Background: an optimization exercise with open tools, aiming at small area, a short achievable clock period and few clock cycles per item. Do not read the settings as production practice. Where RTL was checked, it was by simulation tests only, not by an equivalence proof against the original. Only the layout flow was run in runs 1 and 2; the RTL was not checked for function there.

==> flow/design.v (outline; a module is shown in full before it is edited, if it fits) <==
// module fpu_multiply: 949 lines
// module fast_power: 111 lines
module fast_power (
    input             clk,
    input             rst,
    input             start,
    input      [31:0] base,
    input      [31:0] exponent,
    output     [31:0] result,
    output reg        done
);
  // ...
==> flow/run.sh <==
#!/bin/bash
# synth_recipe.tcl (not shown) runs the flow's synth.tcl, then flattens the netlist and writes it again
# the make line also repeats each setting of config.mk as NAME=value (left out here)
make -C /OpenROAD-flow-scripts/flow DESIGN_CONFIG=/design/flow/config.mk WORK_HOME=/design/flow/orfs CLKGATE_MAP_FILE= SYNTH_SCRIPT=/design/flow/synth_recipe.tcl finish
==> flow/config.mk <==
export PLATFORM = sky130hd
export DESIGN_NAME = fast_power
export DESIGN_NICKNAME = fast_power
export VERILOG_FILES = /design/flow/design.v
export SDC_FILE = /design/flow/constraint.sdc
export NUM_CORES = 4
export LEC_CHECK = 0
export ABC_AREA = 1
export CAP_MARGIN = 40
export CORE_MARGIN = 2
export CORE_UTILIZATION = 40
export SLEW_MARGIN = 40
==> flow/constraint.sdc <==
create_clock -name core_clock -period 24.0 [get_ports {clk}]
set_input_delay 4.8000 -clock core_clock [delete_from_list [all_inputs] [get_ports {clk}]]
set_output_delay 4.8000 -clock core_clock [all_outputs]
set_load 0.01 [all_outputs]
==> parameters.txt, run 1 <==
Parameter                              Value

Logic synthesis
  Gate count of the mapped netlist    3010
  Distinct cell type count of the synthesized netlist    45
  Fraction of post-synthesis cell area in the top cell type by area    21.9%
  Fraction of synthesized cell area in xor and xnor cells    11.2%
  Nets in the synthesized netlist    3425
  Synth cell count leaders    nand2_1, inv_1, xor2_1
  Flops & latches, synth    102

Flow run
  Max capacitance violation total    0

Global route
  Layer with the highest usage    met2
  GR Util met2    47.6%
  Global route overflow    0

Setup path
  Category of the worst setup path capture point    register
  Setup CP Type    register to register
  Nature of the critical path startpoint    register
  R2R Path End    r_l
  Worst r2r path cells    32
  CP max FO    66

Routing
  Average routed wire per standard cell    23.8 um
  Average vias per placed instance    5.94

Cells and area
  Post-layout util    43.7%

Min path
  Worst Hold Class    register to register

Placement
  Placed Area    23900 um^2

Outcome
  Outcome  no timing/DRC/antenna violations

Clock tree
  Clock buffer depth    2

Timing
  Final Setup Violations    0
  Setup repair after global routing missed its margin    no
  Normalized max-slew margin    39.7%
  Share of the clock period used by the worst path after layout    38.9%

Floorplanning
  Tapcells    748
==> run 2, diff against run 1 <==
--- a/flow/config.mk
+++ b/flow/config.mk
@@ -6,7 +6,7 @@
 export NUM_CORES = 4
 export LEC_CHECK = 0
 export ABC_AREA = 1
-export CAP_MARGIN = 40
+export CAP_MARGIN = 60
 export CORE_MARGIN = 2
 export CORE_UTILIZATION = 40
-export SLEW_MARGIN = 40
+export SLEW_MARGIN = 60
==> parameters.txt, run 2 <==
Parameter                              Value

Cells and area
  Register ranked first by flip-flop count    e
  Largest regs    e x32, b_f x23, r_f x23
  Filler cell count    5697
  Final standard cell area without fillers    24400 um^2
  Share of post-route cells with drive strength above 1    6.04%
  Commonest non-fill, non-tap cell in the layout    nand2_1
  Leading cell types in the layout, fill and taps excluded    nand2_1, inv_1, xor2_1, o22ai_1, fa_1
  NumNets Final    3405
  Largest register FFs    32
  Post-synthesis to final-layout area growth    8.53%

Timing
  Min cycle time layout    8640 ps
  Highest achievable clock rate    0.116 GHz
  Share of the clock period used by the worst path after layout    36.0% (-2.9 points)
  Setup Skew    12.7 ps
  Hold WS    547 ps
  PnR worst setup slack    15360 ps
  Final slew viol count    0
  Normalized max-slew margin    57.0% (+17 points)
  Final Setup Violations    0 (unchanged)
  Hold Vio Cnt, Final    0
  Total negative setup slack    0 ps
  Worst slew pin tran    638 ps
  Setup repair after global routing missed its margin    no

Placement
  DP Worst Slack    15500 ps
  Final weighted congestion in routability-driven placement    0.966
  Number of port buffers    99
  DP HPWL    66500 um
  Placed Area    24000 um^2 (+0.67%)

Floorplanning
  Die area    58000 um^2
  Initial Utilization    40.6%
  I/O pin cnt    100
  Core area    55300 um^2
  Die Span Y    241 um
  Die Width    241 um
  Site row count    86

Setup path
  Cell type of the slowest stage on the worst timing path    fa_1
  Largest incremental delay on the critical path    610 ps
  Required time reported for the critical path endpoint    24130 ps
  Category of the worst setup path capture point    register
  R2R Path End    r_l
  Setup CP Type    register to register
  Most frequent cell on the critical path    nand2_1
  CP max FO    66 (unchanged)
  Worst-case register-to-register setup slack    15360 ps
  Worst r2r path cells    33 (+3.1%)
  Nature of the critical path startpoint    register
  Arrival time reported for the critical path endpoint    8770 ps
  Origin of the critical flop-to-flop path    op_r

Routing
  Number of routed nets with antenna violations    0
  Average vias per placed instance    5.91 (-0.46%)
  DRC violation total after the first TritonRoute iteration    2552
  Average routed wire per standard cell    23.8 um (about the same)
  Total Wirelength    89200 um
  DR DRC count    0
  Total number of vias    22121
  Number of optimization iterations in the first detailed-route pass    7

Outcome
  Outcome  no timing/DRC/antenna violations

Clock tree
  Post-cts gate resize count    0
  Post-CTS Hold Fix Bufs    0
  Total clock sinks    102
  Clock root buffer    clkbuf_16
  Max H-tree Level    3
  Clock latency reported for the late side of the worst-skew pair    380 ps
  Clock slew at reported path FFs    80 ps
  Clock buffer depth    2 (unchanged)
  Setup fix buffers added after clock tree synthesis    0
  Clock tree from TritonCTS    done
  Cts bufs inserted    9

Global route
  Global route overflow    0 (unchanged)
  First-pass GRT wire length    133000 um
  Maximum number of pins on one net before global-route repair    77
  Overall fraction of global-route tracks in use    30.6%
  Antenna violations before repair    0
  Number of global-route vias before repair    21639

Logic synthesis
  Distinct cell type count of the synthesized netlist    45 (unchanged)
  Sequential element share of the synthesized area    13.6%
  Gate count of the mapped netlist    3010 (unchanged)
  Nets in the synthesized netlist    3425 (unchanged)
  Dominant cells by area after synthesis    fa_1, edfxtp_1, nand2_1, xor2_1, inv_1
  Number of enable-type register cells in the synthesized netlist    100
  Most frequent cell after synthesis    nand2_1
  Cell type contributing the most total cell area after synthesis    fa_1
  Warnings, synthesis    1
  Fraction of registers with async set or reset after synthesis    0%
  Dominant synthesized flop cell    edfxtp_1
  Synth cell count leaders    nand2_1, inv_1, xor2_1
  Netlist area before placement    22500 um^2
  Flops & latches, synth    102 (unchanged)
  Fraction of post-synthesis cell area in the top cell type by area    21.9% (unchanged)
  Post-Synthesis Mean Instance Area    7.46 um^2

Min path
  Worst Min Path Start    done
  Worst Hold Class    register to register
  Worst hold path cell count    2
  End point of the worst hold path    done

Flow run
  Max capacitance violation total    0 (unchanged)
==> run 2: cell types whose count changed in the layout (fill, tap and decap cells not counted), sizes merged <==
cell      previous run  this run
clkinv              20        16
clkbuf               9        10
buf                 37        38
inv                470       469
clkinvlp             0         5
==> run 2: cell type report <==
class / instances / area [um^2] / area share [%]
Multi-Input combinational cell: 2256 / 16900 / 69.4
Sequential cell: 102 / 3040 / 12.5
Inverter: 483 / 1860 / 7.62
Timing Repair Buffer: 138 / 1330 / 5.45
Tap cell: 748 / 936 / 3.84
Clock buffer: 9 / 225 / 0.924
Clock inverter: 7 / 62.6 / 0.257
Antenna cell: 1 / 2.50 / 0.0103
==> run 2: per-layer routing <==
metal  vias to the layer above  GRT usage, %  routed length (um)
li1                       9796             -                   -
met1                     10587          40.6               35100
met4                         0          15.4                5400
met2                      1430          47.4               39500
met3                       308          5.89                9220
met5                         -             0                   0
==> run 2: critical path: cells and delay by family, from the launching register on <==
kind | cells | cell delay [ps]
buf+inv | 6 | 1270
simple gates | 15 | 2310
fa+ha+maj | 6 | 3030
compound gates | 5 | 1230
xor+xnor | 1 | 130
flops | 1 | 340
==> run 2: metrics by stage <==
step | std cells | utilization [%]
3_3_place_gp | 3724 | 43.1
2_1_floorplan | 3010 | -
6_report | 3744 | 44.1
4_1_cts | 3742 | 44.0
5_1_grt | 3743 | 44.1
3_5_place_dp | 3726 | 43.4
==> run 2: cell families after synthesis <==
logic type / after synthesis / share of synthesized area (%)
buffers and inverters: 652 / 11.8
flip-flops: 102 / 13.6
multiplexers: 3 / 0.134
AO/OA/AOI/OAI: 552 / 15.3
XOR/XNOR: 287 / 11.2
adder cells (fa/ha/maj): 348 / 27.6
AND/OR/NAND/NOR: 1066 / 20.3
==> run 2: worst max path at each step <==
stage               startpoint  endpoint  slack (ps)  depth (start not counted)
floorplan                start    b_e[0]       17100                          2
global placement          op_r       r_l       14610                         32
detailed placement        op_r       r_l       15500                         33
CTS                       op_r       r_l       15460                         33
global route              op_r       r_l       15020                         33
finish                    op_r       r_l       15360                         33
==> module fast_power, before the edit <==
module fast_power (
    input             clk,
    input             rst,
    input             start,
    input      [31:0] base,
    input      [31:0] exponent,
    output     [31:0] result,
    output reg        done
);
  reg        busy;
  reg        r_one;    
  reg        op_r;     
  reg [31:0] e;        
  reg        b_s;
  reg  [7:0] b_e;
  reg        b_l;
  reg [22:0] b_f;
  reg        r_s;
  reg  [7:0] r_e;
  reg        r_l;
  reg [22:0] r_f;
  assign result = {r_s, r_e, r_f};
  wire b_den  = ~b_l & (|b_f);           
  wire r_den  = ~r_l & (|r_f);
  wire e_zero = ~(|e);
  wire e_last = ~(|e[31:1]);
  wire        x_s = op_r ? r_s : b_s;
  wire  [7:0] x_e = op_r ? r_e : b_e;
  wire        x_l = op_r ? r_l : b_l;
  wire [22:0] x_f = op_r ? r_f : b_f;
  wire [47:0] p;
  fpu_multiply mul (.x(b_f), .y(x_f), .p(p));
  wire        m_zero = ~(x_l & b_l);
  wire  [7:0] e_hi   = x_e + b_e + 8'd130;           
  wire  [7:0] e_lo   = x_e + b_e + 8'd129;
  wire  [7:0] m_e    = m_zero ? 8'd0 : (p[47] ? e_hi : e_lo);
  wire [22:0] m_f    = m_zero ? 23'd0 : (p[47] ? p[46:24] : p[45:23]);
  wire        m_s    = x_s ^ b_s;
  wire        m_l    = ~m_zero & (p[47] ? (|e_hi) : (|e_lo));
  wire do_bnorm = b_den;
  wire do_rnorm = ~b_den & op_r & r_den;
  wire do_rmul  = ~b_den & op_r & ~r_den;
  wire do_step  = ~b_den & ~op_r & ~e_zero;    
  wire do_copy  = do_step & e[0] & r_one;
  wire finish   = e_zero | ((do_rmul | do_step) & e_last);
  always @(posedge clk) begin
    if (rst) begin
      busy <= 1'b0;
      done <= 1'b0;
    end else if (!busy) begin
      if (done) begin
        if (!start) done <= 1'b0;
      end else if (start) begin
        busy <= 1'b1;
      end
    end else if (!start) begin
      busy <= 1'b0;
    end else if (finish) begin
      busy <= 1'b0;
      done <= 1'b1;
    end
  end
  always @(posedge clk) begin
    if (!busy) begin
      if (!done && start) begin
        e     <= exponent;
        b_s   <= base[31];
        b_e   <= base[30:23];
        b_l   <= |base[30:23];
        b_f   <= base[22:0];
        r_s   <= 1'b0;
        r_e   <= 8'd127;
        r_l   <= 1'b1;
        r_f   <= 23'd0;
        r_one <= 1'b1;
        op_r  <= 1'b0;
      end
    end else begin
      if (do_bnorm) begin
        {b_l, b_f} <= {b_f, 1'b0};
        b_e        <= b_e - 8'd1;
      end
      if (do_rnorm) begin
        {r_l, r_f} <= {r_f, 1'b0};
        r_e        <= r_e - 8'd1;
      end
      if (do_rmul) begin
        r_s  <= m_s;
        r_e  <= m_e;
        r_l  <= m_l;
        r_f  <= m_f;
        op_r <= 1'b0;
      end
      if (do_step) begin
        if (do_copy) begin
          r_s   <= b_s;
          r_e   <= b_e;
          r_l   <= b_l;
          r_f   <= b_f;
          r_one <= 1'b0;
        end
        b_s  <= m_s;
        b_e  <= m_e;
        b_l  <= m_l;
        b_f  <= m_f;
        e    <= e >> 1;
        op_r <= e[1] & ~(r_one & ~e[0]);
      end
    end
  end
endmodule
==> run 3, diff against run 2 <==
--- a/flow/design.v
+++ b/flow/design.v
@@ -968,6 +968,7 @@
   reg  [7:0] r_e;
   reg        r_l;
   reg [22:0] r_f;
+  reg [22:0] x_f;
   assign result = {r_s, r_e, r_f};
   wire b_den  = ~b_l & (|b_f);           
   wire r_den  = ~r_l & (|r_f);
@@ -976,7 +977,6 @@
   wire        x_s = op_r ? r_s : b_s;
   wire  [7:0] x_e = op_r ? r_e : b_e;
   wire        x_l = op_r ? r_l : b_l;
-  wire [22:0] x_f = op_r ? r_f : b_f;
   wire [47:0] p;
   fpu_multiply mul (.x(b_f), .y(x_f), .p(p));
   wire        m_zero = ~(x_l & b_l);
@@ -986,12 +986,71 @@
   wire [22:0] m_f    = m_zero ? 23'd0 : (p[47] ? p[46:24] : p[45:23]);
   wire        m_s    = x_s ^ b_s;
   wire        m_l    = ~m_zero & (p[47] ? (|e_hi) : (|e_lo));
-  wire do_bnorm = b_den;
-  wire do_rnorm = ~b_den & op_r & r_den;
-  wire do_rmul  = ~b_den & op_r & ~r_den;
-  wire do_step  = ~b_den & ~op_r & ~e_zero;    
+  wire cap      = ~busy & ~done;               
+  wire do_bnorm = busy & b_den;
+  wire do_rnorm = busy & ~b_den & op_r & r_den;
+  wire do_rmul  = busy & ~b_den & op_r & ~r_den;
+  wire do_step  = busy & ~b_den & ~op_r & ~e_zero;    
   wire do_copy  = do_step & e[0] & r_one;
   wire finish   = e_zero | ((do_rmul | do_step) & e_last);
+  reg        b_s_n, r_s_n, b_l_n, r_l_n, op_r_n, r_one_n;
+  reg  [7:0] b_e_n, r_e_n;
+  reg [22:0] b_f_n, r_f_n;
+  reg [31:0] e_n;
+  always @(*) begin
+    b_s_n = b_s;  b_e_n = b_e;  b_l_n = b_l;  b_f_n = b_f;
+    r_s_n = r_s;  r_e_n = r_e;  r_l_n = r_l;  r_f_n = r_f;
+    e_n = e;  op_r_n = op_r;  r_one_n = r_one;
+    if (cap) begin
+      e_n   = exponent;
+      b_s_n = base[31];
+      b_e_n = base[30:23];
+      b_l_n = |base[30:23];
+      b_f_n = base[22:0];
+      r_s_n = 1'b0;
+      r_e_n = 8'd127;
+      r_l_n = 1'b1;
+      r_f_n = 23'd0;
+      r_one_n = 1'b1;
+      op_r_n  = 1'b0;
+    end
+    if (do_bnorm) begin
+      {b_l_n, b_f_n} = {b_f, 1'b0};
+      b_e_n          = b_e - 8'd1;
+    end
+    if (do_rnorm) begin
+      {r_l_n, r_f_n} = {r_f, 1'b0};
+      r_e_n          = r_e - 8'd1;
+    end
+    if (do_rmul) begin
+      r_s_n  = m_s;
+      r_e_n  = m_e;
+      r_l_n  = m_l;
+      r_f_n  = m_f;
+      op_r_n = 1'b0;
+    end
+    if (do_step) begin
+      if (do_copy) begin
+        r_s_n   = b_s;
+        r_e_n   = b_e;
+        r_l_n   = b_l;
+        r_f_n   = b_f;
+        r_one_n = 1'b0;
+      end
+      b_s_n  = m_s;
+      b_e_n  = m_e;
+      b_l_n  = m_l;
+      b_f_n  = m_f;
+      e_n    = e >> 1;
+      op_r_n = e[1] & ~(r_one & ~e[0]);
+    end
+  end
+  always @(posedge clk) begin
+    b_s <= b_s_n;  b_e <= b_e_n;  b_l <= b_l_n;  b_f <= b_f_n;
+    r_s <= r_s_n;  r_e <= r_e_n;  r_l <= r_l_n;  r_f <= r_f_n;
+    e <= e_n;  op_r <= op_r_n;  r_one <= r_one_n;
+    x_f <= op_r_n ? r_f_n : b_f_n;
+  end
   always @(posedge clk) begin
     if (rst) begin
       busy <= 1'b0;
@@ -1009,52 +1068,4 @@
       done <= 1'b1;
     end
   end
-  always @(posedge clk) begin
-    if (!busy) begin
-      if (!done && start) begin
-        e     <= exponent;
-        b_s   <= base[31];
-        b_e   <= base[30:23];
-        b_l   <= |base[30:23];
-        b_f   <= base[22:0];
-        r_s   <= 1'b0;
-        r_e   <= 8'd127;
-        r_l   <= 1'b1;
-        r_f   <= 23'd0;
-        r_one <= 1'b1;
-        op_r  <= 1'b0;
-      end
-    end else begin
-      if (do_bnorm) begin
-        {b_l, b_f} <= {b_f, 1'b0};
-        b_e        <= b_e - 8'd1;
-      end
-      if (do_rnorm) begin
-        {r_l, r_f} <= {r_f, 1'b0};
-        r_e        <= r_e - 8'd1;
-      end
-      if (do_rmul) begin
-        r_s  <= m_s;
-        r_e  <= m_e;
-        r_l  <= m_l;
-        r_f  <= m_f;
-        op_r <= 1'b0;
-      end
-      if (do_step) begin
-        if (do_copy) begin
-          r_s   <= b_s;
-          r_e   <= b_e;
-          r_l   <= b_l;
-          r_f   <= b_f;
-          r_one <= 1'b0;
-        end
-        b_s  <= m_s;
-        b_e  <= m_e;
-        b_l  <= m_l;
-        b_f  <= m_f;
-        e    <= e >> 1;
-        op_r <= e[1] & ~(r_one & ~e[0]);
-      end
-    end
-  end
 endmodule
==> parameters.txt, run 3 <==
Parameter                              Value

Logic synthesis
  Nets in the synthesized netlist    3710 (+8.3%)
  Number of enable-type register cells in the synthesized netlist    41 (-59%)
  Synth cell count leaders    nand2_1, inv_1, xor2_1
  Sequential element share of the synthesized area    12.6% (-0.91 points)
  Post-Synthesis Mean Instance Area    6.99 um^2 (-6.2%)
  Dominant cells by area after synthesis    fa_1, nand2_1, xor2_1, inv_1, dfxtp_1
  Fraction of registers with async set or reset after synthesis    0% (unchanged)
  Dominant synthesized flop cell    dfxtp_1
  Gate count of the mapped netlist    3295 (+9.5%)
  Most frequent cell after synthesis    nand2_1
  Distinct cell type count of the synthesized netlist    47 (+4.4%)
  Netlist area before placement    23000 um^2 (+2.6%)
  Flops & latches, synth    125 (+23%)
  Cell type contributing the most total cell area after synthesis    fa_1
  Warnings, synthesis    1 (unchanged)
  Fraction of post-synthesis cell area in the top cell type by area    21.5% (-0.39 points)

Cells and area
  Share of post-route cells with drive strength above 1    5.81% (-0.24 points)
  Antenna diode count    0 (-1)
  Leading cell types in the layout, fill and taps excluded    nand2_1, inv_1, xor2_1, o22ai_1, fa_1
  Final standard cell area without fillers    25400 um^2 (+4.3%)
  Largest register FFs    32 (unchanged)
  Filler cell count    5832 (+2.4%)
  Register ranked first by flip-flop count    e
  Post-synthesis to final-layout area growth    10.3%
  NumNets Final    3693 (+8.5%)
  Commonest non-fill, non-tap cell in the layout    nand2_1

Global route
  Maximum number of pins on one net before global-route repair    64 (-17%)
  First-pass GRT wire length    133000 um (about the same)
  Global route overflow    0 (unchanged)
  Antenna violations before repair    0 (unchanged)
  Number of global-route vias before repair    22105 (+2.2%)
  Overall fraction of global-route tracks in use    29.0% (-1.6 points)

Timing
  Min cycle time layout    7540 ps (-1100 ps)
  Highest achievable clock rate    0.133 GHz (+15%)
  Normalized max-slew margin    58.7% (+1.7 points)
  Share of the clock period used by the worst path after layout    31.4% (-4.6 points)
  Setup repair after global routing missed its margin    no
  Total negative setup slack    0 ps (unchanged)
  Setup Skew    11.9 ps (-0.780 ps)
  Hold Vio Cnt, Final    0 (unchanged)
  Hold WS    488 ps (-59.2 ps)
  Final Setup Violations    0 (unchanged)
  Worst slew pin tran    618 ps (-20.1 ps)
  Final slew viol count    0 (unchanged)

Floorplanning
  Initial Utilization    40.6% (+0.042 points)
  Die Span Y    244 um (+1.3%)
  Die Width    244 um (+1.3%)
  Die area    59600 um^2 (+2.6%)
  I/O pin cnt    100 (unchanged)
  Site row count    87 (+1.2%)
  Core area    56700 um^2 (+2.5%)

Setup path
  R2R Path End    b_e[4]
  CP max FO    26 (-61%)
  Origin of the critical flop-to-flop path    x_f[3]
  Required time reported for the critical path endpoint    24160 ps (+30 ps)
  Nature of the critical path startpoint    register
  Setup CP Type    register to register
  Worst setup startpoint    x_f[3]
  Setup crit end    b_e[4]
  Worst r2r path cells    27 (-18%)
  Worst-case register-to-register setup slack    16460 ps (+1100 ps)
  Arrival time reported for the critical path endpoint    7700 ps (-1070 ps)
  Category of the worst setup path capture point    register

Clock tree
  Post-CTS Hold Fix Bufs    0 (unchanged)
  Max H-tree Level    4 (+1)
  Clock buffer depth    2 (unchanged)
  Total clock sinks    125 (+23%)
  Setup fix buffers added after clock tree synthesis    0 (unchanged)
  Cts bufs inserted    17 (+8)
  Post-cts gate resize count    0 (unchanged)
  Clock slew at reported path FFs    60 ps (-20 ps)
  Clock tree from TritonCTS    done
  Clock latency reported for the late side of the worst-skew pair    430 ps (+50 ps)
  Clock root buffer    clkbuf_16

Min path
  Worst Hold Class    register to register

Routing
  Total number of vias    22643 (+2.4%)
  DR DRC count    0 (unchanged)
  Number of optimization iterations in the first detailed-route pass    6 (-1)
  Average routed wire per standard cell    21.6 um (-9.5%)
  DRC violation total after the first TritonRoute iteration    2421 (-5.1%)
  Average vias per placed instance    5.60 (-5.3%)
  Number of routed nets with antenna violations    0 (unchanged)
  Total Wirelength    87200 um (-2.2%)

Outcome
  Outcome  no timing/DRC/antenna violations

Placement
  DP HPWL    64600 um (-2.9%)
  Number of port buffers    99 (unchanged)
  Placed Area    24800 um^2 (+3.1%)
  Final weighted congestion in routability-driven placement    1.02 (+6.0%)

Flow run
  Max capacitance violation total    0 (unchanged)
==> run 3: cell types whose count changed after synthesis, moves of 24 or more <==
cell	delta
o21ai_0	+24
edfxtp_1	-59
buf_2	-33
nand3_1	+53
clkbuf_1	+49
inv_1	+100
buf_1	+27
nand2_1	+128
dfxtp_1	+82
o22ai_2	-27
nor2_1	-25
==> run 3: cell type report <==
cell class,count,area [um^2],share of cell area [%]
Multi-Input combinational cell,2401,17300,68.0
Sequential cell,125,2920,11.5
Inverter,573,2170,8.54
Timing Repair Buffer,160,1510,5.93
Tap cell,756,946,3.72
Clock buffer,22,531,2.09
Clock inverter,9,71.3,0.281
==> run 3: kinds of logic after synthesis <==
family,Yosys count,share of synthesized area (%)
compound gates,567,14.6
xor+xnor,282,10.7
fa+ha+maj,348,27.0
buf+inv,769,12.8
flops,125,12.6
mux,3,0.130
simple gates,1201,22.1
==> run 3: worst min path at each step <==
stage                     depth (start not counted)   from    end
after floorplan                                   2  r_one  r_one
after global placement                            2  r_one  r_one
after detailed placement                          2  r_one  r_one
after CTS                                         2  r_one  r_one
after global routing                              2  r_one  r_one
final                                             2  r_one  r_one
==> run 3: critical path: stages, from the launching register on <==
cell     delay (ps)
dfxtp_1         310
buf_4           360
inv_2           320
o21ai_2         540
buf_4           320
o21ai_0         120
xor2_1          200
fa_1            540
inv_1            50
fa_1            470
inv_1            70
fa_1            500
fa_1            510
fa_1            490
inv_1            40
ha_1            350
nand2_1         120
inv_2            50
nand2_1         180
nor2_2           80
nand2_1          80
nand2_1          90
a21oi_2         250
nand3_2         350
nand2_4         470
o21ai_1         180
nand3_1         110
a22oi_1          70
==> run 3: metrics by stage <==
stage	utilization [%]	setup WS, ps	cells
floorplan	-	17760	3295
global placement	43.4	16410	4008
detailed placement	43.7	16670	4014
CTS	44.8	16640	4045
global route	44.8	16100	4046
finish	44.8	16460	4046
==> run 3: layer usage <==
layer | GRT usage [%] | vias to the layer above | routed length (um)
met5 | 0 | - | 0
met4 | 12.7 | 0 | 4200
met3 | 4.98 | 247 | 7600
met2 | 47.0 | 1218 | 39600
met1 | 37.9 | 10663 | 35800
li1 | - | 10515 | -
Testbench counts of run 3, summed over its fixed seeds: cycles 59,928, items 2,400.
==> run 4, diff against run 3 <==
--- a/flow/config.mk
+++ b/flow/config.mk
@@ -8,5 +8,5 @@
 export ABC_AREA = 1
 export CAP_MARGIN = 60
 export CORE_MARGIN = 2
-export CORE_UTILIZATION = 40
+export CORE_UTILIZATION = 60
 export SLEW_MARGIN = 60
==> parameters.txt, run 4 <==
Parameter                              Value

Logic synthesis
  Fraction of post-synthesis cell area in the top cell type by area    21.5% (unchanged)
  Gate count of the mapped netlist    3295 (unchanged)
  Cell type contributing the most total cell area after synthesis    fa_1
  Post-Synthesis Mean Instance Area    6.99 um^2 (unchanged)
  Fraction of registers with async set or reset after synthesis    0% (unchanged)
  Sequential element share of the synthesized area    12.6% (unchanged)
  Synth cell count leaders    nand2_1, inv_1, xor2_1
  Most frequent cell after synthesis    nand2_1
  Flops & latches, synth    125 (unchanged)
  Dominant cells by area after synthesis    fa_1, nand2_1, xor2_1, inv_1, dfxtp_1
  Nets in the synthesized netlist    3710 (unchanged)
  Warnings, synthesis    1 (unchanged)
  Netlist area before placement    23000 um^2 (unchanged)
  Number of enable-type register cells in the synthesized netlist    41 (unchanged)
  Dominant synthesized flop cell    dfxtp_1
  Distinct cell type count of the synthesized netlist    47 (unchanged)

Floorplanning
  Core area    37800 um^2 (-33%)
  Die Width    200 um (-18%)
  Die Span Y    200 um (-18%)
  Initial Utilization    61.0% (+20 points)
  Site row count    71 (-18%)
  I/O pin cnt    100 (unchanged)
  Die area    40000 um^2 (-33%)

Flow run
  Max capacitance violation total    0 (unchanged)

Setup path
  R2R Path End    b_e[6]
  Worst r2r path cells    29 (+7.4%)
  Category of the worst setup path capture point    register
  Required time reported for the critical path endpoint    24160 ps (about the same)
  CP max FO    26 (unchanged)
  Worst-case register-to-register setup slack    16360 ps (-100 ps)
  Largest incremental delay on the critical path    620 ps (+80 ps)
  Cell type of the slowest stage on the worst timing path    fa_1
  Arrival time reported for the critical path endpoint    7800 ps (+100 ps)
  Most frequent cell on the critical path    nand2_1
  Setup CP Type    register to register
  Nature of the critical path startpoint    register
  Origin of the critical flop-to-flop path    x_f[9]

Routing
  DRC violation total after the first TritonRoute iteration    2712 (+12%)
  DR DRC count    0 (unchanged)
  Number of routed nets with antenna violations    0 (unchanged)
  Number of optimization iterations in the first detailed-route pass    7 (+1)
  Total number of vias    23731 (+4.8%)
  Average vias per placed instance    6.26 (+12%)
  Average routed wire per standard cell    23.1 um (+7.1%)
  Total Wirelength    87500 um (+0.36%)

Clock tree
  Clock slew at reported path FFs    70 ps (about the same)
  Cts bufs inserted    17 (unchanged)
  Post-CTS Hold Fix Bufs    0 (unchanged)
  Clock latency reported for the late side of the worst-skew pair    430 ps (about the same)
  Max H-tree Level    4 (unchanged)
  Clock buffer depth    2 (unchanged)
  Post-cts gate resize count    0 (unchanged)
  Clock tree from TritonCTS    done
  Setup fix buffers added after clock tree synthesis    0 (unchanged)
  Total clock sinks    125 (unchanged)
  Clock root buffer    clkbuf_16

Cells and area
  Antenna diode count    0 (unchanged)
  Commonest non-fill, non-tap cell in the layout    nand2_1
  Largest register FFs    32 (unchanged)
  Filler cell count    3359 (-42%)
  Area of the multi-input gates    17300 um^2 (-0.12%)
  Post-synthesis to final-layout area growth    8.49%
  Share of post-route cells with drive strength above 1    5.61% (-0.20 points)
  FF/Latch Area    2920 um^2 (about the same)
  Register ranked first by flip-flop count    e
  NumNets Final    3684 (-0.24%)
  Leading cell types in the layout, fill and taps excluded    nand2_1, inv_1, xor2_1, o22ai_1, fa_1

Placement
  DP HPWL    63300 um (-2.0%)
  Number of port buffers    99 (unchanged)
  Final weighted congestion in routability-driven placement    1.05 (+2.8%)

Timing
  Hold WS    493 ps (+4.86 ps)
  Worst slew pin tran    601 ps (-17.0 ps)
  Final slew viol count    0 (unchanged)
  Hold Vio Cnt, Final    0 (unchanged)
  Setup repair after global routing missed its margin    no
  Highest achievable clock rate    0.131 GHz (-1.3%)
  Normalized max-slew margin    58.8% (about the same)
  Final Setup Violations    0 (unchanged)
  Setup Skew    9.23 ps (-2.65 ps)
  Min cycle time layout    7640 ps (+103 ps)
  Share of the clock period used by the worst path after layout    31.8% (+0.43 points)
  Total negative setup slack    0 ps (unchanged)

Global route
  Maximum number of pins on one net before global-route repair    69 (+7.8%)
  First-pass GRT wire length    132000 um (-1.3%)
  Overall fraction of global-route tracks in use    43.8% (+15 points)
  Number of global-route vias before repair    22830 (+3.3%)
  Antenna violations before repair    0 (unchanged)
  Global route overflow    0 (unchanged)

Min path
  Worst hold path cell count    2 (unchanged)
  Worst Hold Class    register to register
  End point of the worst hold path    r_one
  Worst Min Path Start    r_one

Outcome
  Outcome  no timing/DRC/antenna violations
run 4: cell count changes in the layout (fill, tap and decap cells not counted), moves of 3 or more:
cell,change
nand2_2,+4
clkinv_2,+3
inv_2,-4
inv_6,+4
o21ai_0,+3
clkbuf_16,-4
buf_4,-7
run 4: worst max-delay path by stage:
stage / from / endpoint / slack, ps
after CTS: x_f[7] / b_l / 16560
after global routing: x_f[9] / x_f[5] / 16170
after floorplan: x_f[21] / b_e[1] / 17760
after global placement: x_f[7] / b_l / 15630
final: x_f[9] / b_e[6] / 16360
after detailed placement: x_f[7] / b_l / 16570
run 4: final cells by class:
cell class / instances / area share [%]
Timing Repair Buffer: 151 / 5.64
Multi-Input combinational cell: 2401 / 69.0
Sequential cell: 125 / 11.7
Inverter: 573 / 8.71
Tap cell: 511 / 2.56
Clock buffer: 18 / 1.76
Clock inverter: 14 / 0.641
run 4: cells by family after synthesis:
kind of cell,count (synthesis),share of synthesized area [%]
AND/OR/NAND/NOR,1201,22.1
buffers and inverters,769,12.8
AO/OA/AOI/OAI,567,14.6
adder cells (fa/ha/maj),348,27.0
XOR/XNOR,282,10.7
flip-flops,125,12.6
multiplexers,3,0.130
run 4: metrics by stage:
| step | util [%] | instance area, um^2 | worst slack (ps) | std cells |
|---|---|---|---|---|
| final | 66.2 | 25000 | 16360 | 3793 |
| after CTS | 66.1 | 24900 | 16560 | 3790 |
| after global routing | 66.2 | 25000 | 16170 | 3793 |
| after detailed placement | 64.5 | 24300 | 16570 | 3758 |
| after floorplan | - | 23000 | 17760 | 3295 |
| after global placement | 64.2 | 24200 | 15630 | 3756 |
run 4: critical path, delay by kind of cell, from the launching register on:
| family | cells | cell delay, ps |
|---|---|---|
| flops | 1 | 390 |
| compound gates | 4 | 730 |
| fa+ha+maj | 6 | 2910 |
| buf+inv | 8 | 1470 |
| simple gates | 10 | 1630 |
| xor+xnor | 1 | 180 |
run 4: metal layers:
layer	vias up	part of all wire [%]	global-route usage, %
met1	11003	37	55.9
li1	10474	-	-
met3	418	13	11.4
met2	1836	43	66.4
met5	-	0	0
met4	0	7.6	27.7
==> run 5, diff against run 4 <==
--- a/flow/config.mk
+++ b/flow/config.mk
@@ -5,8 +5,8 @@
 export SDC_FILE = /design/flow/constraint.sdc
 export NUM_CORES = 4
 export LEC_CHECK = 0
-export ABC_AREA = 1
+export ABC_AREA = 0
 export CAP_MARGIN = 60
 export CORE_MARGIN = 2
-export CORE_UTILIZATION = 60
+export CORE_UTILIZATION = 40
 export SLEW_MARGIN = 60
==> parameters.txt, run 5 <==
Parameter                              Value

Outcome
  Outcome  no timing/DRC/antenna violations

Setup path
  Top Family by Delay on Critical Path    adder cells
  Buffer and inverter count on the worst path    7 (-1)
  CP max FO    51 (+96%)
  Nature of the critical path startpoint    register
  Count of cell instances traversed by the critical path    25 (-14%)
  Largest incremental delay on the critical path    570 ps (-50 ps)
  Worst setup startpoint    x_f[9]
  Most frequent cell on the critical path    fa_1
  Category of the worst setup path capture point    register
  Cell type of the slowest stage on the worst timing path    a2111oi_4
  Origin of the critical flop-to-flop path    x_f[9]
  Required time reported for the critical path endpoint    24320 ps (+160 ps)
  Arrival time reported for the critical path endpoint    8710 ps (+910 ps)
  Setup CP Type    register to register
  Worst r2r path cells    25 (-14%)

Logic synthesis
  Netlist area before placement    25400 um^2 (+10%)
  Dominant synthesized flop cell    dfxtp_1
  Warnings, synthesis    1 (unchanged)
  Flops & latches, synth    125 (unchanged)
  Dominant cells by area after synthesis    fa_1, a21oi_1, o21ai_0, dfxtp_1, nand2_1
  Cell type contributing the most total cell area after synthesis    fa_1
  Nets in the synthesized netlist    3885 (+4.7%)
  Fraction of registers with async set or reset after synthesis    0% (unchanged)
  Synth cell count leaders    nand2_1, a21oi_1, o21ai_0
  Gate count of the mapped netlist    3470 (+5.3%)
  Sequential element share of the synthesized area    11.5% (-1.2 points)
  Fraction of post-synthesis cell area in the top cell type by area    19.5% (-2.0 points)
  Most frequent cell after synthesis    nand2_1
  Post-Synthesis Mean Instance Area    7.33 um^2 (+4.8%)
  Distinct cell type count of the synthesized netlist    90 (+91%)
  Number of enable-type register cells in the synthesized netlist    41 (unchanged)

Floorplanning
  Core area    63000 um^2 (+67%)
  Die area    65600 um^2 (+64%)
  Initial Utilization    40.4% (-21 points)
  Die Width    256 um (+28%)
  I/O pin cnt    100 (unchanged)
  Die Span Y    256 um (+28%)
  Site row count    92 (+30%)

Routing
  Average routed wire per standard cell    24.5 um (+6.3%)
  Total Wirelength    102000 um (+16%)
  Number of optimization iterations in the first detailed-route pass    8 (+1)
  Number of routed nets with antenna violations    0 (unchanged)
  DRC violation total after the first TritonRoute iteration    3496 (+29%)
  DR DRC count    0 (unchanged)
  Average vias per placed instance    6.40 (+2.3%)
  Total number of vias    26516 (+12%)

Clock tree
  Clock tree from TritonCTS    done
  Max H-tree Level    4 (unchanged)
  Cts bufs inserted    17 (unchanged)
  Setup fix buffers added after clock tree synthesis    0 (unchanged)
  Clock slew at reported path FFs    60 ps (about the same)
  Clock buffer depth    2 (unchanged)
  Total clock sinks    125 (unchanged)
  Clock root buffer    clkbuf_16
  Clock latency reported for the late side of the worst-skew pair    440 ps (about the same)
  Post-CTS Hold Fix Bufs    0 (unchanged)
  Post-cts gate resize count    0 (unchanged)

Timing
  Worst slew pin tran    618 ps (+16.7 ps)
  Min cycle time layout    8380 ps (+740 ps)
  Final slew viol count    0 (unchanged)
  Hold Vio Cnt, Final    0 (unchanged)
  Highest achievable clock rate    0.119 GHz (-8.8%)
  Setup repair after global routing missed its margin    no
  Normalized max-slew margin    58.7% (-0.068 points)
  Final Setup Violations    0 (unchanged)
  Share of the clock period used by the worst path after layout    34.9% (+3.1 points)
  Total negative setup slack    0 ps (unchanged)
  Setup Skew    16.0 ps (+6.81 ps)
  PnR worst setup slack    15620 ps (-740 ps)

Global route
  Global route overflow    0 (unchanged)
  First-pass GRT wire length    154000 um (+17%)
  Number of global-route vias before repair    24511 (+7.4%)
  Antenna violations before repair    2 (+2)
  Maximum number of pins on one net before global-route repair    93 (+35%)
  Overall fraction of global-route tracks in use    30.1% (-14 points)

Cells and area
  Post-synthesis to final-layout area growth    8.26%
  NumNets Final    3699 (+0.41%)
  Commonest non-fill, non-tap cell in the layout    nand2_1
  Largest register FFs    32 (unchanged)
  Filler cell count    6424 (+91%)
  Cell Count, Final, Fillers Out    4144 (+9.3%)
  Leading cell types in the layout, fill and taps excluded    nand2_1, a21oi_1, o21ai_0, nor2_1, fa_1
  Register ranked first by flip-flop count    e
  Share of post-route cells with drive strength above 1    7.28% (+1.7 points)
  Post-layout util    43.7% (-23 points)

Min path
  Worst Min Path Start    r_one
  Worst hold path cell count    2 (unchanged)
  Worst Hold Class    register to register

Placement
  DP Worst Slack    15750 ps (-821 ps)
  Final weighted congestion in routability-driven placement    0.973 (-7.6%)
  Dpl cells    4109 (+9.3%)
  Number of port buffers    99 (unchanged)
  DP HPWL    71400 um (+13%)

Flow run
  Max capacitance violation total    0 (unchanged)
## run 5: cell count changes after synthesis, sizes merged, moves of 53 or more
| cell | previous run | this run |
|---|---|---|
| inv | 564 | 236 |
| o22ai | 264 | 113 |
| a22oi | 6 | 165 |
| nand4 | 71 | 18 |
| clkbuf | 120 | 320 |
| a221oi | 0 | 59 |
| a21oi | 83 | 343 |
| o21ai | 162 | 349 |
| nand2 | 794 | 358 |
| nor2 | 146 | 301 |
| xor2 | 273 | 26 |
| nand3 | 147 | 29 |
## run 5: kinds of logic (layout without fill, tap and decap cells)
group | after synthesis | count (layout) | synth area share, %
compound gates | 1337 | 1337 | 33.6
other cells | 0 | 1 | 0
xor+xnor | 54 | 54 | 1.89
simple gates | 874 | 874 | 15.1
mux | 61 | 61 | 2.56
flops | 125 | 125 | 11.5
buf+inv | 635 | 462 | 9.56
fa+ha+maj | 384 | 384 | 25.9
## run 5: layout make-up
type | count | area [um^2] | share of cell area, %
Multi-Input combinational cell | 2710 | 20300 | 73.6
Clock buffer | 19 | 437 | 1.59
Tap cell | 846 | 1060 | 3.85
Timing Repair Buffer | 191 | 1790 | 6.49
Clock inverter | 13 | 116 | 0.423
Antenna cell | 1 | 2.50 | 0.00909
Inverter | 239 | 898 | 3.26
Sequential cell | 125 | 2980 | 10.8
## run 5: final timing paths
kind,endpoint,slack [ps]
worst max-delay path,x_f[3],15620
worst min-delay path,r_one,480
worst max register to register,x_f[3],15620
worst min register to register,r_one,480
## run 5: tightest hold or removal path, stage by stage, from the launching register on
cell and delay, ps:
dfxtp_1 320, inv_1 60, a21oi_1 50
## run 5: layer usage
metal	up-vias	share of wire (%)	global-route usage (%)
li1	12062	-	-
met1	12653	41	42.2
met2	1600	44	45.7
met3	197	11	6.29
met4	4	3.5	10.5
met5	-	0.027	0
## run 5: through the flow
stage / instance area [um^2] / hold slack, ps
finish: 27500 / 477
global route: 27500 / 506
CTS: 27500 / 478
detailed placement: 26900 / 470
global placement: 26700 / 467
floorplan: 25400 / 450
==> run 6, diff against run 5 <==
--- a/flow/config.mk
+++ b/flow/config.mk
@@ -5,8 +5,8 @@
 export SDC_FILE = /design/flow/constraint.sdc
 export NUM_CORES = 4
 export LEC_CHECK = 0
-export ABC_AREA = 0
+export ABC_AREA = 1
 export CAP_MARGIN = 60
 export CORE_MARGIN = 2
 export CORE_UTILIZATION = 40
-export SLEW_MARGIN = 60
+export SLEW_MARGIN = 85
==> parameters.txt, run 6 <==
Parameter                              Value

Logic synthesis
  Nets in the synthesized netlist    3710 (-4.5%)
  Dominant cells by area after synthesis    fa_1, nand2_1, xor2_1, inv_1, dfxtp_1
  Flops & latches, synth    125 (unchanged)
  Post-Synthesis Mean Instance Area    6.99 um^2 (-4.5%)
  Distinct cell type count of the synthesized netlist    47 (-48%)
  Dominant combinational cell family by area after synthesis    adder cells
  Fraction of post-synthesis cell area in the top cell type by area    21.5% (+2.0 points)
  Fraction of registers with async set or reset after synthesis    0% (unchanged)
  Fraction of synthesized cell area in xor and xnor cells    10.7% (+8.8 points)
  Sequential element share of the synthesized area    12.6% (+1.2 points)
  Cell type contributing the most total cell area after synthesis    fa_1
  Share of the synthesized area in compound gates (AO/OA/AOI/OAI)    14.6% (-19 points)
  Netlist area before placement    23000 um^2 (-9.4%)
  Dominant synthesized flop cell    dfxtp_1
  Simple-Gate Fraction of Synth Area    22.1% (+7.1 points)
  Most frequent cell after synthesis    nand2_1
  Warnings, synthesis    1 (unchanged)
  Synthesized-area fraction occupied by adder cells    27.0% (+1.1 points)
  Synth cell count leaders    nand2_1, inv_1, xor2_1
  Number of enable-type register cells in the synthesized netlist    41 (unchanged)
  Share of cell area taken by muxes after synthesis    0.130% (-2.4 points)
  Gate count of the mapped netlist    3295 (-5.0%)

Timing
  Final slew viol count    0 (unchanged)
  Normalized max-slew margin    82.3% (+24 points)
  Setup repair after global routing missed its margin    no
  Highest achievable clock rate    0.131 GHz (+9.8%)
  Min cycle time layout    7640 ps (-747 ps)
  Share of the clock period used by the worst path after layout    31.8% (-3.1 points)
  Setup Skew    11.1 ps (-4.94 ps)
  Hold WS    526 ps (+48.6 ps)
  Hold Vio Cnt, Final    0 (unchanged)
  Final Setup Violations    0 (unchanged)
  Total negative setup slack    0 ps (unchanged)
  PnR worst setup slack    16360 ps (+747 ps)
  Worst slew pin tran    265 ps (-353 ps)

Setup path
  Required time reported for the critical path endpoint    24180 ps (-140 ps)
  Worst-case register-to-register setup slack    16360 ps (+750 ps)
  Category of the worst setup path capture point    register
  Arrival time reported for the critical path endpoint    7820 ps (-890 ps)
  Top Family by Delay on Critical Path    adder cells
  Setup CP Type    register to register
  Largest incremental delay on the critical path    580 ps (about the same)
  Buffer and inverter count on the worst path    13 (+6)
  CP max FO    16 (-69%)
  Most frequent cell on the critical path    nand2_1
  Nature of the critical path startpoint    register
  Cell type of the slowest stage on the worst timing path    fa_1

Clock tree
  Cts bufs inserted    17 (unchanged)
  Clock tree from TritonCTS    done
  Clock buffer depth    2 (unchanged)
  Clock slew at reported path FFs    60 ps (about the same)
  Total clock sinks    125 (unchanged)
  Setup fix buffers added after clock tree synthesis    0 (unchanged)
  Post-cts gate resize count    0 (unchanged)
  Post-CTS Hold Fix Bufs    0 (unchanged)
  Clock root buffer    clkbuf_16
  Clock latency reported for the late side of the worst-skew pair    440 ps (about the same)
  Max H-tree Level    4 (unchanged)

Cells and area
  Antenna diode count    0 (-1)
  NumNets Final    3881 (+4.9%)
  Share of post-route cells with drive strength above 1    25.4% (+18 points)
  Filler cell count    4899 (-24%)
  Commonest non-fill, non-tap cell in the layout    nand2_1
  Final standard cell area without fillers    32600 um^2 (+18%)
  Leading cell types in the layout, fill and taps excluded    nand2_1, inv_1, fa_1, xor2_1, nand3_1
  Post-synthesis to final-layout area growth    41.3%
  Cell Count, Final, Fillers Out    4235 (+2.2%)
  Largest register FFs    32 (unchanged)
  Register ranked first by flip-flop count    e

Routing
  Number of routed nets with antenna violations    0 (unchanged)
  DRC violation total after the first TritonRoute iteration    2269 (-35%)
  Average routed wire per standard cell    22.5 um (-8.2%)
  Total number of vias    24122 (-9.0%)
  Total Wirelength    95400 um (-6.2%)
  Number of optimization iterations in the first detailed-route pass    8 (unchanged)
  DR DRC count    0 (unchanged)
  Average vias per placed instance    5.70 (-11%)

Floorplanning
  Initial Utilization    40.6% (+0.26 points)
  I/O pin cnt    100 (unchanged)
  Core area    56700 um^2 (-9.9%)
  Die area    59600 um^2 (-9.2%)
  Site row count    87 (-5.4%)
  Die Span Y    244 um (-4.7%)
  Die Width    244 um (-4.7%)

Placement
  Placed Area    30700 um^2 (+14%)
  Dpl cells    4177 (+1.7%)
  Final weighted congestion in routability-driven placement    1.02 (+5.3%)
  Number of port buffers    99 (unchanged)
  DP HPWL    76100 um (+6.7%)
  DP Worst Slack    16610 ps (+861 ps)

Flow run
  Max capacitance violation total    0 (unchanged)

Global route
  First-pass GRT wire length    143000 um (-7.5%)
  Global route overflow    0 (unchanged)
  Number of global-route vias before repair    24109 (-1.6%)
  Antenna violations before repair    0 (-2)
  Overall fraction of global-route tracks in use    31.1% (+1.0 points)
  Maximum number of pins on one net before global-route repair    31 (-67%)

Min path
  Worst Hold Class    register to register

Outcome
  Outcome  no timing/DRC/antenna violations
==> run 6: kinds of logic after synthesis <==
| family | count (synthesis) |
|---|---|
| muxes | 3 |
| buffers and inverters | 769 |
| adders and majority gates | 348 |
| xor gates and xnor gates | 282 |
| AOI/OAI and AO/OA | 567 |
| and+or+nand+nor | 1201 |
| DFF | 125 |
==> run 6: routing by layer <==
metal  track usage [%]  wire length (um)  vias up
met2              49.9             44400     1378
li1                  -                 -    10860
met3              5.38              8500      348
met4              17.5              5880        0
met1              39.6             36600    11536
met5                 0                 0        -
==> run 6: final timing paths <==
kind | start | end | cells after the start
max | x_f[5] | b_l | 38
min | busy | busy | 2
max reg2reg | x_f[5] | b_l | 38
min reg2reg | busy | busy | 2
==> run 6: cell type report <==
| class | count | area, um^2 | area share, % |
|---|---|---|---|
| clock inverters | 9 | 53.8 | 0.165 |
| repair buffers | 348 | 4440 | 13.6 |
| multi-input cells | 2401 | 21300 | 65.5 |
| well taps | 756 | 946 | 2.90 |
| flip-flops and latches | 125 | 2970 | 9.11 |
| clock buffers | 23 | 522 | 1.60 |
| inverters | 573 | 2310 | 7.09 |
==> run 6: per-stage QoR <==
step / utilization, %
floorplan: -
global placement: 43.4
detailed placement: 54.1
CTS: 55.1
global route: 57.4
finish: 57.4
==> run 6: tightest hold or removal path, delay by kind of cell (launching register included) <==
kind / cells / cell delay (ps)
simple gates: 1 / 80
compound gates: 1 / 50
flops: 1 / 360
==> run 7, diff against run 6 <==
--- a/flow/config.mk
+++ b/flow/config.mk
@@ -6,7 +6,7 @@
 export NUM_CORES = 4
 export LEC_CHECK = 0
 export ABC_AREA = 1
-export CAP_MARGIN = 60
+export CAP_MARGIN = 20
 export CORE_MARGIN = 2
 export CORE_UTILIZATION = 40
-export SLEW_MARGIN = 85
+export SLEW_MARGIN = 90
==> parameters.txt, run 7 <==
Parameter                              Value

Logic synthesis
  Distinct cell type count of the synthesized netlist    47 (unchanged)
  Netlist area before placement    23000 um^2 (unchanged)
  Warnings, synthesis    1 (unchanged)
  Fraction of post-synthesis cell area in the top cell type by area    21.5% (unchanged)
  Fraction of registers with async set or reset after synthesis    0% (unchanged)
  Gate count of the mapped netlist    3295 (unchanged)
  Post-Synthesis Mean Instance Area    6.99 um^2 (unchanged)
  Cell type contributing the most total cell area after synthesis    fa_1
  Number of enable-type register cells in the synthesized netlist    41 (unchanged)
  Most frequent cell after synthesis    nand2_1
  Nets in the synthesized netlist    3710 (unchanged)
  Dominant synthesized flop cell    dfxtp_1
  Dominant cells by area after synthesis    fa_1, nand2_1, xor2_1, inv_1, dfxtp_1
  Sequential element share of the synthesized area    12.6% (unchanged)
  Flops & latches, synth    125 (unchanged)
  Synth cell count leaders    nand2_1, inv_1, xor2_1

Outcome
  Outcome    stopped before the end
  Tool error message    [ERROR GRT-0116] Global routing finished with congestion. Check the congestion regions in the DRC Viewer.
  Stage where the flow stopped    5_1_grt

Placement
  DP HPWL    119000 um (+56%)
  Dpl cells    4798 (+15%)
  Final weighted congestion in routability-driven placement    1.02 (unchanged)
  Number of port buffers    99 (unchanged)
  DP Worst Slack    14740 ps (-1870 ps)

Clock tree
  Max H-tree Level    4 (unchanged)
  Cts bufs inserted    17 (unchanged)
  Total clock sinks    125 (unchanged)
  Clock buffer depth    2 (unchanged)
  Post-cts gate resize count    0 (unchanged)
  Clock root buffer    clkbuf_16
  Setup fix buffers added after clock tree synthesis    0 (unchanged)
  Post-CTS Hold Fix Bufs    0 (unchanged)

Floorplanning
  Die Width    244 um (unchanged)
  I/O pin cnt    100 (unchanged)
  Site row count    87 (unchanged)
  Die Span Y    244 um (unchanged)
  Initial Utilization    40.6% (unchanged)

Global route
  First-pass GRT wire length    268000 um
  Global route overflow    161
  Maximum number of pins on one net before global-route repair    20
  Overall fraction of global-route tracks in use    63.0%
  Number of global-route vias before repair    36506
==> run 7: cell counts after synthesis <==
No cell type changed its count.
==> run 7: logic make-up after synthesis <==
group | count (synthesis) | share of synthesized area [%]
flip-flops | 125 | 12.6
XOR/XNOR | 282 | 10.7
adder cells (fa/ha/maj) | 348 | 27.0
AND/OR/NAND/NOR | 1201 | 22.1
multiplexers | 3 | 0.130
buffers and inverters | 769 | 12.8
AO/OA/AOI/OAI | 567 | 14.6
==> run 7: through the flow <==
stage / instance area [um^2]
floorplan: 23000
detailed placement: 42300
global placement: 24600
CTS: 42900
==> run 7: metal layers <==
layer	global-route usage (%)	overflow
met1	59.8	5
met2	77.6	79
met3	55.1	6
met4	60.0	70
met5	28.5	1
==> run 7: how the worst max path moves through the flow <==
stage | startpoint | end | slack [ps]
after floorplan | x_f[21] | b_e[1] | 17760
after global placement | x_f[3] | b_e[6] | 16410
after detailed placement | x_f[5] | x_f[22] | 14740
after CTS | x_f[5] | x_f[22] | 14660
==> run 8, diff against run 7 <==
--- a/flow/config.mk
+++ b/flow/config.mk
@@ -6,7 +6,7 @@
 export NUM_CORES = 4
 export LEC_CHECK = 0
 export ABC_AREA = 1
-export CAP_MARGIN = 20
+export CAP_MARGIN = 60
 export CORE_MARGIN = 2
 export CORE_UTILIZATION = 40
-export SLEW_MARGIN = 90
+export SLEW_MARGIN = 75
==> parameters.txt, run 8 <==
Parameter                              Value

Min path
  Worst Hold Class    register to register
  Worst hold path cell count    2

Placement
  Final weighted congestion in routability-driven placement    1.02 (unchanged)
  Dpl cells    4014 (-16%)
  DP HPWL    64600 um (-46%)
  Number of port buffers    99 (unchanged)

Logic synthesis
  Sequential element share of the synthesized area    12.6% (unchanged)
  Synth cell count leaders    nand2_1, inv_1, xor2_1
  Most frequent cell after synthesis    nand2_1
  Nets in the synthesized netlist    3710 (unchanged)
  Number of enable-type register cells in the synthesized netlist    41 (unchanged)
  Fraction of post-synthesis cell area in the top cell type by area    21.5% (unchanged)
  Distinct cell type count of the synthesized netlist    47 (unchanged)
  Dominant cells by area after synthesis    fa_1, nand2_1, xor2_1, inv_1, dfxtp_1
  Dominant synthesized flop cell    dfxtp_1
  Gate count of the mapped netlist    3295 (unchanged)
  Netlist area before placement    23000 um^2 (unchanged)
  Cell type contributing the most total cell area after synthesis    fa_1
  Warnings, synthesis    1 (unchanged)
  Post-Synthesis Mean Instance Area    6.99 um^2 (unchanged)
  Fraction of registers with async set or reset after synthesis    0% (unchanged)
  Flops & latches, synth    125 (unchanged)

Clock tree
  Cts bufs inserted    17 (unchanged)
  Post-CTS Hold Fix Bufs    0 (unchanged)
  Clock buffer depth    2 (unchanged)
  Total clock sinks    125 (unchanged)
  Clock tree from TritonCTS    done
  Clock root buffer    clkbuf_16
  Setup fix buffers added after clock tree synthesis    0 (unchanged)
  Post-cts gate resize count    0 (unchanged)
  Max H-tree Level    4 (unchanged)
  Clock latency reported for the late side of the worst-skew pair    430 ps
  Clock slew at reported path FFs    60 ps

Routing
  Average vias per placed instance    5.61
  Number of optimization iterations in the first detailed-route pass    6
  Total number of vias    22719
  Average routed wire per standard cell    21.6 um
  Total Wirelength    87400 um
  DRC violation total after the first TritonRoute iteration    2326
  DR DRC count    0
  Number of routed nets with antenna violations    0

Setup path
  Most frequent cell on the critical path    nand2_1
  CP max FO    23
  Buffer and inverter count on the worst path    8
  Required time reported for the critical path endpoint    24310 ps
  Count of cell instances traversed by the critical path    32
  Nature of the critical path startpoint    register
  Worst r2r path cells    32
  Arrival time reported for the critical path endpoint    7420 ps
  Top Family by Delay on Critical Path    adder cells
  Category of the worst setup path capture point    register
  Setup CP Type    register to register
  Cell type of the slowest stage on the worst timing path    fa_1
  Largest incremental delay on the critical path    550 ps

Global route
  GR Util met3    4.95%
  GR Util met2    47.1%
  Overall fraction of global-route tracks in use    29.1%
  Global route overflow    0
  Number of global-route vias before repair    22232
  First-pass GRT wire length    134000 um
  Antenna violations before repair    0
  Met1 routing resource usage after global routing    38.3%
  Maximum number of pins on one net before global-route repair    57
  Layer with the highest usage    met2

Cells and area
  Largest register FFs    32
  Post-synthesis to final-layout area growth    11.9%
  Area of the multi-input gates    17400 um^2
  Antenna diode count    0
  NumNets Final    3696
  Leading cell types in the layout, fill and taps excluded    nand2_1, inv_1, xor2_1, o22ai_1, fa_1
  Register ranked first by flip-flop count    e
  Share of post-route cells with drive strength above 1    6.41%
  Cell Count, Final, Fillers Out    4050
  FF/Latch Area    2930 um^2
  Filler cell count    5840
  Post-layout util    45.5%
  Commonest non-fill, non-tap cell in the layout    nand2_1

Timing
  Hold Vio Cnt, Final    0
  Setup repair after global routing missed its margin    no
  Min cycle time layout    7110 ps
  Share of the clock period used by the worst path after layout    29.6%
  Normalized max-slew margin    73.8%
  Worst slew pin tran    393 ps
  Setup Skew    12.1 ps
  Total negative setup slack    0 ps
  Hold WS    509 ps
  Final slew viol count    0
  Final Setup Violations    0
  Highest achievable clock rate    0.141 GHz

Floorplanning
  Initial Utilization    40.6% (unchanged)
  Die area    59600 um^2
  Core area    56700 um^2
  Die Span Y    244 um (unchanged)
  Site row count    87 (unchanged)
  Die Width    244 um (unchanged)
  I/O pin cnt    100 (unchanged)

Flow run
  Max capacitance violation total    0

Outcome
  Outcome  no timing/DRC/antenna violations
-- run 8: cell counts after synthesis --
Identical to the previous run, type by type.
-- run 8: per-layer routing --
metal / wire [um] / part of all wire, %
met5: 0 / 0
met4: 3910 / 4.5
met3: 7730 / 8.8
met1: 36000 / 41
met2: 39700 / 45
-- run 8: final timing paths --
check | start | end | slack (ps)
worst max-delay path | x_f[13] | x_f[18] | 16890
worst min-delay path | r_one | r_one | 510
worst max register to register | x_f[13] | x_f[18] | 16890
worst min register to register | r_one | r_one | 510
-- run 8: worst reg2reg max path, delay by kind of cell, from the launching register on --
family,cells,cell delay [ps]
AO/OA/AOI/OAI,2,220
XOR/XNOR,1,180
adder cells (fa/ha/maj),6,3050
buffers and inverters,8,1220
flip-flops,1,290
AND/OR/NAND/NOR,15,2030
-- run 8: stage by stage --
| stage | instance area, um^2 | worst slack (ps) |
|---|---|---|
| 2_1_floorplan | 23000 | 17760 |
| 3_3_place_gp | 24600 | 16410 |
| 3_5_place_dp | 25000 | 17000 |
| 4_1_cts | 25600 | 16990 |
| 5_1_grt | 25800 | 16520 |
| 6_report | 25800 | 16890 |
-- run 8: cell type report --
type	instances	share of cell area (%)
repair buffers	163	6.32
inverters	573	8.59
flip-flops and latches	125	11.3
multi-input cells	2401	67.6
clock buffers	23	2.07
well taps	756	3.67
clock inverters	9	0.369
-- run 8: logic make-up after synthesis --
| kind of cell | after synthesis | share of synthesized area (%) |
|---|---|---|
| mux | 3 | 0.130 |
| fa+ha+maj | 348 | 27.0 |
| simple gates | 1201 | 22.1 |
| flops | 125 | 12.6 |
| buf+inv | 769 | 12.8 |
| compound gates | 567 | 14.6 |
| xor+xnor | 282 | 10.7 |

[what the ideal ports hide]
In the flow no input, the clock included, has a driving cell. The finished layouts below were timed again as built, in two steps.
Step 1, drivers: a clkbuf_16 drives clk and a buf_2 each remaining input, both assumed.
Step 2 times the ports against the registers' clock, not the clock port: input delays grow and output delays shrink by t, the midpoint of the rising clock arrivals with the driver on.
a / b / c = ideal ports / drivers / drivers and shift; a / b = the first two.
| run | shift t [ns] | setup WS [ns] | latest minus earliest clock arrival (ns) |
|---|---|---|---|
| run 1 | 0.407 | 14.673 / 14.673 / 14.673 | 0.014 / 0.014 |
| run 2 | 0.413 | 15.359 / 15.359 / 15.359 | 0.012 / 0.012 |
| run 3 | 0.470 | 16.461 / 16.461 / 16.461 | 0.012 / 0.011 |
| run 4 | 0.479 | 16.358 / 16.358 / 16.358 | 0.009 / 0.009 |
| run 5 | 0.484 | 15.618 / 15.618 / 15.618 | 0.016 / 0.016 |
| run 6 | 0.475 | 16.365 / 16.365 / 16.365 | 0.011 / 0.011 |
| run 8 | 0.468 | 16.892 / 16.892 / 16.892 | 0.012 / 0.012 |
After both steps setup and hold are still met in every run listed.
